Background: an optimization exercise with open tools, aiming at small area. Do not read the settings as production practice.
At most, simulation tests tie the RTL to the original design; equivalence was not proved.
The flow treats the clock pin as an ideal source, which a real chip does not have.
Power is estimated from default activity; no workload was simulated.

Setup of the baseline:
==> flow/design.v <==
module g_oai22(input wire a0, a1, b0, b1, output wire y);
    assign y = ~((a0 | a1) & (b0 | b1));
endmodule
module g_nor4(input wire a, b, c, d, output wire y);
    assign y = ~(a | b | c | d);
endmodule
module g_nand2(input wire a, b, output wire y);
    assign y = ~(a & b);
endmodule
module g_nor2(input wire a, b, output wire y);
    assign y = ~(a | b);
endmodule
module g_and2(input wire a, b, output wire y);
    assign y = a & b;
endmodule
module g_andn(input wire a, bn, output wire y);    
    assign y = a & ~bn;
endmodule
module g_inv(input wire a, output wire y);
    assign y = ~a;
endmodule
module sel7(input wire [6:0] sn, input wire [6:0] d, output wire o);
    wire x, y, z, w;
    g_oai22 u_x(sn[0], d[0], sn[1], d[1], x);
    g_oai22 u_y(sn[2], d[2], sn[3], d[3], y);
    g_oai22 u_z(sn[4], d[4], sn[5], d[5], z);
    g_nor2 u_w(sn[6], d[6], w);
    g_nor4 u_o(x, y, z, w, o);
endmodule
module jbit(input wire reset, inc, dec, hold, l, r, q, output wire d);
    assign d = ~reset & ((inc & l) | (dec & r) | (hold & q));
endmodule
module g_full(input wire pop, inc, sn6, sn7, output wire full);
    assign full = (~sn7 & ~pop) | (~sn6 & inc);
endmodule
module g_empty(input wire push, dec, sn0, sn1, output wire empty);
    assign empty = (~sn0 & ~push) | (~sn1 & dec);
endmodule
module count_ctl(input wire [3:0] j, input wire reset, push, pop,
                 output wire [3:0] j_next, output wire [6:0] sn, output wire [6:0] we,
                 output wire full, empty);
    wire sn7, pushn, can_push, can_pop, inc, dec, hold;
    wire [3:0] nj;
    genvar k;
    generate for (k = 0; k < 4; k = k + 1) begin : g_nj
        g_inv u_nj(j[k], nj[k]);
    end endgenerate
    g_nand2 u_s0(nj[3], nj[0], sn[0]);
    g_nand2 u_s1(j[0], nj[1], sn[1]);
    g_nand2 u_s2(j[1], nj[2], sn[2]);
    g_nand2 u_s3(j[2], nj[3], sn[3]);
    g_nand2 u_s4(j[3], j[0], sn[4]);
    g_nand2 u_s5(nj[0], j[1], sn[5]);
    g_nand2 u_s6(nj[1], j[2], sn[6]);
    g_nand2 u_s7(nj[2], j[3], sn7);
    g_inv u_pushn(push, pushn);
    generate for (k = 0; k < 7; k = k + 1) begin : g_we
        g_nor2 u_we(pushn, sn[k], we[k]);
    end endgenerate
    g_and2 u_cpu(push, sn7, can_push);
    g_and2 u_cpo(pop, sn[0], can_pop);
    g_andn u_inc(can_push, can_pop, inc);
    g_andn u_dec(can_pop, can_push, dec);
    g_nor2 u_hold(inc, dec, hold);
    jbit u_j0(reset, inc, dec, hold, nj[3], j[1], j[0], j_next[0]);
    jbit u_j1(reset, inc, dec, hold, j[0], j[2], j[1], j_next[1]);
    jbit u_j2(reset, inc, dec, hold, j[1], j[3], j[2], j_next[2]);
    jbit u_j3(reset, inc, dec, hold, j[2], nj[0], j[3], j_next[3]);
    g_full u_full(pop, inc, sn[6], sn7, full);
    g_empty u_empty(push, dec, sn[0], sn[1], empty);
endmodule
module stack(input wire clk, reset, push, pop, input wire [15:0] value_in,
             output wire [15:0] value_out, output wire full, empty);
    reg [3:0] j;
    reg [15:0] m0, m1, m2, m3, m4, m5, m6;
    wire [3:0] j_next;
    wire [6:0] sn, we;
    count_ctl u_ctl(j, reset, push, pop, j_next, sn, we, full, empty);
    always @(posedge clk) j <= j_next;
    always @(posedge clk) begin
        if (we[0]) m0 <= value_in;
        if (we[1]) m1 <= value_in;
        if (we[2]) m2 <= value_in;
        if (we[3]) m3 <= value_in;
        if (we[4]) m4 <= value_in;
        if (we[5]) m5 <= value_in;
        if (we[6]) m6 <= value_in;
    end
    genvar k;
    generate for (k = 0; k < 16; k = k + 1) begin : g_rd
        sel7 u_sel(sn, {m6[k], m5[k], m4[k], m3[k], m2[k], m1[k], m0[k]}, value_out[k]);
    end endgenerate
endmodule
clock: 5.0 ns
lec_check: 0
cap_margin: 0
core_margin: 2
core_utilization: 55
cts_buf_list: sky130_fd_sc_hd__clkbuf_4
gpl_timing_driven: 0
place_density: 0.8
slew_margin: 0
synth_hierarchical: 1
standard.sh (not shown) runs the stock make flow with config.mk's settings and CLKGATE_MAP_FILE= SYNTH_SCRIPT=/design/flow/synth_recipe.tcl, a recipe that flattens the netlist after the stock synthesis.
==> flow/flow/run.sh <==
#!/bin/bash
# The standard ORFS flow (the standard.sh) with these changes:
#  - port buffers are the smallest buffer, sky130_fd_sc_hd__buf_1, rather
#    than the one buffer_ports picks by default;
#  - the buffers Yosys/ABC inserted are removed at floorplan;
#  - before the placement's repair_design, every combinational cell is
#    swapped for the smallest cell of its family (flow/downsize.tcl);
#    repair_design and the later timing repair size up what needs it;
#  - the clock tree is built by hand in the CTS step: eight
#    sky130_fd_sc_hd__clkinv_4 inverters, each at the centre of a group of
#    flops, driven by one sky130_fd_sc_hd__clkinv_8 from the clock port, so
#    every flop gets the same two inversions. flow/clocktree_pre.tcl puts a
#    temporary buffer on the clock before clock_tree_synthesis, so that it
#    and repair_clock_inverters leave the clock alone; flow/clocktree.tcl
#    (after the step's own repairs) replaces that buffer with the tree and
#    legalizes the placement.
# The full make output goes to standard.log in the work folder; ORFS's
# per-step logs stay under orfs/logs/.
set -euo pipefail
cd "$(dirname "$FLOW_CONFIG")"
export BUFFER_PORTS_ARGS="-buffer_cell sky130_fd_sc_hd__buf_1"
export REMOVE_ABC_BUFFERS=1
export PRE_RESIZE_TCL="$PWD/flow/downsize.tcl"
export PRE_CTS_TCL="$PWD/flow/clocktree_pre.tcl"
export POST_CTS_TCL="$PWD/flow/clocktree.tcl"
export CLK_LEAVES=8
export CLK_LEAF_CELL=sky130_fd_sc_hd__clkinv_4
export CLK_ROOT_CELL=sky130_fd_sc_hd__clkinv_8
export CTS_ARGS="-clk_nets clk"
bash standard.sh > standard.log 2>&1
Other scripts of this flow, unchanged in this note and not shown: flow/flow/clocktree.tcl, flow/flow/clocktree_pre.tcl, flow/flow/downsize.tcl
Inputs modified between the baseline and the candidate:
==> flow/design.v <==
module g_oai22(input wire a0, a1, b0, b1, output wire y);
    assign y = ~((a0 | a1) & (b0 | b1));
endmodule
module g_nor4(input wire a, b, c, d, output wire y);
    assign y = ~(a | b | c | d);
endmodule
module g_nand2(input wire a, b, output wire y);
    assign y = ~(a & b);
endmodule
module g_nor2(input wire a, b, output wire y);
    assign y = ~(a | b);
endmodule
module g_and2(input wire a, b, output wire y);
    assign y = a & b;
endmodule
module g_and3(input wire a, b, c, output wire y);
    assign y = a & b & c;
endmodule
module g_inv(input wire a, output wire y);
    assign y = ~a;
endmodule
module sel7(input wire [6:0] sn, input wire [6:0] d, output wire o);
    wire x, y, z, w;
    g_oai22 u_x(sn[0], d[0], sn[1], d[1], x);
    g_oai22 u_y(sn[2], d[2], sn[3], d[3], y);
    g_oai22 u_z(sn[4], d[4], sn[5], d[5], z);
    g_nor2 u_w(sn[6], d[6], w);
    g_nor4 u_o(x, y, z, w, o);
endmodule
module jbit_n(input wire inc, dec, hold, l, r, q, output wire dn);
    assign dn = ~((inc & l) | (dec & r) | (hold & q));
endmodule
module g_step(input wire a, bn, reset, output wire y);    
    assign y = a & ~bn & ~reset;
endmodule
module g_nor3(input wire a, b, c, output wire y);
    assign y = ~(a | b | c);
endmodule
module g_full(input wire pop, inc, sn6, sn7, output wire full);
    assign full = (~sn7 & ~pop) | (~sn6 & inc);
endmodule
module g_empty(input wire push, dec, sn0, sn1, output wire empty);
    assign empty = (~sn0 & ~push) | (~sn1 & dec);
endmodule
module count_ctl(input wire [3:0] jn, input wire reset, push, pop,
                 output wire [3:0] jn_next, output wire [6:0] sn, output wire [6:0] we,
                 output wire full, empty);
    wire sn7, can_push, can_pop, inc, dec, hold;
    wire [3:0] j, nj;
    genvar k;
    generate for (k = 0; k < 4; k = k + 1) begin : g_nj
        g_inv u_j(jn[k], j[k]);
    end endgenerate
    assign nj = jn;
    g_nand2 u_s0(nj[3], nj[0], sn[0]);
    g_nand2 u_s1(j[0], nj[1], sn[1]);
    g_nand2 u_s2(j[1], nj[2], sn[2]);
    g_nand2 u_s3(j[2], nj[3], sn[3]);
    g_nand2 u_s4(j[3], j[0], sn[4]);
    g_nand2 u_s5(nj[0], j[1], sn[5]);
    g_nand2 u_s6(nj[1], j[2], sn[6]);
    g_nand2 u_s7(nj[2], j[3], sn7);
    g_and3 u_we0(push, nj[3], nj[0], we[0]);
    g_and3 u_we1(push, j[0], nj[1], we[1]);
    g_and3 u_we2(push, j[1], nj[2], we[2]);
    g_and3 u_we3(push, j[2], nj[3], we[3]);
    g_and3 u_we4(push, j[3], j[0], we[4]);
    g_and3 u_we5(push, nj[0], j[1], we[5]);
    g_and3 u_we6(push, nj[1], j[2], we[6]);
    g_and2 u_cpu(push, sn7, can_push);
    g_and2 u_cpo(pop, sn[0], can_pop);
    g_step u_inc(can_push, can_pop, reset, inc);
    g_step u_dec(can_pop, can_push, reset, dec);
    g_nor3 u_hold(inc, dec, reset, hold);
    jbit_n u_j0(inc, dec, hold, nj[3], j[1], j[0], jn_next[0]);
    jbit_n u_j1(inc, dec, hold, j[0], j[2], j[1], jn_next[1]);
    jbit_n u_j2(inc, dec, hold, j[1], j[3], j[2], jn_next[2]);
    jbit_n u_j3(inc, dec, hold, j[2], nj[0], j[3], jn_next[3]);
    g_full u_full(pop, inc, sn[6], sn7, full);
    g_empty u_empty(push, dec, sn[0], sn[1], empty);
endmodule
module stack(input wire clk, reset, push, pop, input wire [15:0] value_in,
             output wire [15:0] value_out, output wire full, empty);
    reg [3:0] jn;    
    reg [15:0] m0, m1, m2, m3, m4, m5, m6;
    wire [3:0] jn_next;
    wire [6:0] sn, we;
    count_ctl u_ctl(jn, reset, push, pop, jn_next, sn, we, full, empty);
    always @(posedge clk) jn <= jn_next;
    always @(posedge clk) begin
        if (we[0]) m0 <= value_in;
        if (we[1]) m1 <= value_in;
        if (we[2]) m2 <= value_in;
        if (we[3]) m3 <= value_in;
        if (we[4]) m4 <= value_in;
        if (we[5]) m5 <= value_in;
        if (we[6]) m6 <= value_in;
    end
    genvar k;
    generate for (k = 0; k < 16; k = k + 1) begin : g_rd
        sel7 u_sel(sn, {m6[k], m5[k], m4[k], m3[k], m2[k], m1[k], m0[k]}, value_out[k]);
    end endgenerate
endmodule
==> summary.txt <==
- The baseline tops out at a higher clock frequency than the candidate.
- For the candidate, the timing startpoint of the critical path was jn[3], unlike the baseline, where it was j[0].
- Delta (the candidate minus the baseline): internal power component picked up an extra 3.5%; worst-case reg-to-reg path depth lost 2; critical path depth lost 1.
- Area growth from synthesis to layout sits lower in the candidate than in the baseline.
- From the baseline to the candidate the numbers moved as follows: detailed-routing iteration count for the pre-antenna-repair pass shows a reduction of 1; part of the power in combinational logic has increased.
For the baseline, only the layout was checked, not whether the RTL still works.

## separate check: timing with driven ports
Ports are ideal in the flow. The routed layouts listed here were re-timed in OpenROAD. Step 1 assumes that a clkbuf_16 drives the clock port and a buf_2 every other input. Step 2 adds t to the input delays and takes it off the output delays; t is the mean of the earliest and latest rising clock arrival at the registers after step 1. Input paths then give back, and output paths get back, about the clock's delay inside the block. Three values: no drivers, after step 1, after step 2; two values: the first two.
| run | t (ns) | setup slack, ns | worst hold slack (ns) | clock arrival spread, ns | worst register clock-pin slew, ns |
|---|---|---|---|---|---|
| the baseline | 0.271 | 1.600 / 1.551 / 1.822 | 0.624 / 0.624 / 0.624 | 0.049 / 0.049 | 0.11 / 0.11 |
| the candidate | 0.273 | 1.484 / 1.431 / 1.607 | 0.559 / 0.559 / 0.559 | 0.037 / 0.038 | 0.11 / 0.11 |
After both steps setup and hold are still met in every run listed.
